What follows belongs to an exercise in optimizing a design on an open flow for a short achievable clock period and few clock cycles; a production flow would make more cautious choices. Function was checked by simulation only, so behaviour that the tests miss may differ from the original. Power is estimated from default activity; no workload was simulated.

## run B
## microprocessor
module microprocessor #(parameter N = 8, ROM_addressBits = 6, RF_addressBits = 3) (
  input  logic                           clk             ,
  input  logic                           rst_n           ,
  input  logic [ 3+2*(RF_addressBits):0] ROM_data        ,
  input  logic [                  N-1:0] SRAM_data       ,
  output logic                           overflowPC      ,
  output logic                           ROM_readEnable  ,
  output logic                           SRAM_readEnable ,
  output logic                           SRAM_writeEnable,
  output logic [    ROM_addressBits-1:0] ROM_address     ,
  output logic [(2**RF_addressBits)-1:0] SRAM_address    ,
  output logic [                  N-1:0] SRAM_data_in
);
export LEC_CHECK = 0
export CAP_MARGIN = 20
export CORE_MARGIN = 2
export CORE_UTILIZATION = 40
export SETUP_SLACK_MARGIN = 5.0
export SLEW_MARGIN = 20
create_clock -name core_clock -period 6.0 [get_ports {clk}]
standard.sh (not shown) runs the stock make flow with config.mk's settings and CLKGATE_MAP_FILE= SYNTH_SCRIPT=/design/flow/synth_recipe.tcl, a recipe that flattens the netlist after the stock synthesis.
==> flow/flow/run.sh <==
#!/bin/bash
# The standard layout (standard.sh), with one change: the input and output
# port buffers that global placement inserts are sky130_fd_sc_hd__buf_4
# cells instead of the clkdlybuf4s50_1 delay cells buffer_ports picks by
# default, and timing repair may resize cells across footprints.  Synthesis is the standard one, run unchanged.
set -euo pipefail
cd "$(dirname "$0")/.."
bash standard.sh synth > synth.log 2>&1
sed 's|CLKGATE_MAP_FILE= |CLKGATE_MAP_FILE= MATCH_CELL_FOOTPRINT=0 "BUFFER_PORTS_ARGS=-buffer_cell sky130_fd_sc_hd__buf_4" |' standard.sh > layout.sh
bash layout.sh > layout.log 2>&1
Run B finished end to end and its layout was clean on timing, DRC and antenna.
Testbench counts of run B, summed over its fixed seeds: cycles 22,799.
What run Z does differently from run B at the input level:
- a change of SETUP_SLACK_MARGIN from 5.0 to 4.0
Compared with run B, in run Z final-layout fill cell count went up; final routed wirelength across all metal layers fell 12%; final core utilization -8.6 points.
Number of buffers other than clock buffers in the final layout for run Z is lower than for run B.

Setup of v56:
microprocessor again, from the RTL that the note above started with.
clock: 6.0 ns
lec_check: 0
cap_margin: 20
core_margin: 2
core_utilization: 40
setup_slack_margin: 4.5
slew_margin: 20
Scripts as last shown in full above: flow/flow/run.sh
The final layout from v56, which completed every stage, passed the timing, design-rule and antenna checks at the end of the flow.
Testbench counts of v56, summed over its fixed seeds: cycles 22,799.
For v41, these inputs were changed with respect to v56:
Settings: a change of SETUP_SLACK_MARGIN from 4.5 to 3.5.
==> flow/flow/run.sh <==
#!/bin/bash
# The standard layout (standard.sh), with one change: the input and output
# port buffers that global placement inserts are sky130_fd_sc_hd__buf_4
# cells instead of the clkdlybuf4s50_1 delay cells buffer_ports picks by
# default.  Synthesis is the standard one, run unchanged.
set -euo pipefail
cd "$(dirname "$0")/.."
bash standard.sh synth > synth.log 2>&1
sed 's|CLKGATE_MAP_FILE= |CLKGATE_MAP_FILE= "BUFFER_PORTS_ARGS=-buffer_cell sky130_fd_sc_hd__buf_4" |' standard.sh > layout.sh
bash layout.sh > layout.log 2>&1
==> results.txt <==
Changes observed in v41 relative to v56: total design power fell by 18%; clock share of power rose by 3.2 points; wire length fell by about 21%. Total half-perimeter wirelength after legalization and detailed placement, v41 vs v56: down by a few percent. Compared with v56, v41 shows vias per cell that has gone down by a few percent. [v41 vs v56] period utilization: higher in v41. Between v56 and v41, the cell count went down. v41: flow completed, timing, DRC and antenna clean. In v41 the relative area change from synthesis to final layout turned out 35 points lower than in v56. v41 -> v56: number of instances in the placed design delta 0, exact match.
diff inputs: v41 => v14
Settings: changing SETUP_SLACK_MARGIN from 3.5 to 4.0; changing CORE_UTILIZATION from 40 to 60.
==> flow/flow/run.sh <==
#!/bin/bash
# The standard layout (standard.sh), with one change: the input and output
# port buffers that global placement inserts are sky130_fd_sc_hd__buf_4
# cells instead of the clkdlybuf4s50_1 delay cells buffer_ports picks by
# default, and timing repair may resize cells across footprints.  Synthesis is the standard one, run unchanged.
set -euo pipefail
cd "$(dirname "$0")/.."
bash standard.sh synth > synth.log 2>&1
sed 's|CLKGATE_MAP_FILE= |CLKGATE_MAP_FILE= MATCH_CELL_FOOTPRINT=0 "BUFFER_PORTS_ARGS=-buffer_cell sky130_fd_sc_hd__buf_4" |' standard.sh > layout.sh
bash layout.sh > layout.log 2>&1
Results
- v14 reached the final stage; the timing, design-rule and antenna checks on its layout passed.
- Compared with v41, v14 shows a via count that is 18% higher.
- v14 — final weighted congestion of routability-driven global placement about 1% higher, v41 as reference
- [compare] base=v41 new=v14: number of clock buffers inserted by TritonCTS went up; wire length went up; switching part of the total power went up; post-route total power went up; global-route usage over all layers went up.
- Diff v41 -> v14: wire length on met2 rose by 6.1 mm; maximum clock frequency fell by 1.3%.
Input-level comparison between v23 and v14:
Settings: SETUP_SLACK_MARGIN: 4.0 -> 3.5; CORE_UTILIZATION: 60 -> 40.
==> flow/run.sh (new file) <==
#!/bin/bash
# synth_recipe.tcl (not shown) runs the flow's synth.tcl, then flattens the netlist and writes it again
# the make line also repeats each setting of config.mk as NAME=value (left out here)
make -C /OpenROAD-flow-scripts/flow DESIGN_CONFIG=/design/flow/config.mk WORK_HOME=/design/flow/orfs CLKGATE_MAP_FILE= SYNTH_SCRIPT=/design/flow/synth_recipe.tcl finish
removed: flow/flow/run.sh
removed: flow/standard.sh
### Flow results
Relative to v14, final critical-path required period has increased by 24 ps in v23.
For the cell area, v23 came in about 14% lower than v14 did.
Worst setup slack deteriorates in v23 relative to v14.
In the metrics for v23 and v14, the one carrying the higher met3 layer wire length in the routed design is v14.
v14 vs v23, start point of the critical path: e_B[3] vs ROM_data[6]

-- what the ideal ports hide --
Ports are ideal in the flow. The routed layouts listed here were re-timed in OpenROAD.
Step 1 sets driving cells, clkbuf_16 on the clock port and buf_2 on the other inputs (assumed; they add their load-dependent delay and slew).
Step 2 moves the port delays by t, midway between the first and last clock arrival at a register: inputs arrive t later, outputs are due t later. That takes back most of the time a late clock gives input paths.
Three values: no drivers, after step 1, after step 2; two values: the first two.
run	shift t [ns]	setup slack, ns	hold slack, ns	pins driven straight from the clock port
run B	0.630	3.610 / 3.559 / 3.120	0.326 / 0.326 / 0.326	1
run Z	0.623	3.616 / 3.562 / 3.166	0.324 / 0.324 / 0.324	1
v56	0.633	3.608 / 3.552 / 3.075	0.324 / 0.324 / 0.324	1
v41	0.611	3.597 / 3.552 / 3.060	0.324 / 0.324 / 0.324	1
v14	0.605	3.566 / 3.549 / 3.153	0.323 / 0.323 / 0.323	1
v23	0.619	3.542 / 3.494 / 2.948	0.325 / 0.325 / 0.325	1
After both steps setup and hold are still met in every run listed. For v23, which loses most, drivers alone change the setup slack by -0.048 ns; drivers and shift together by -0.594 ns.
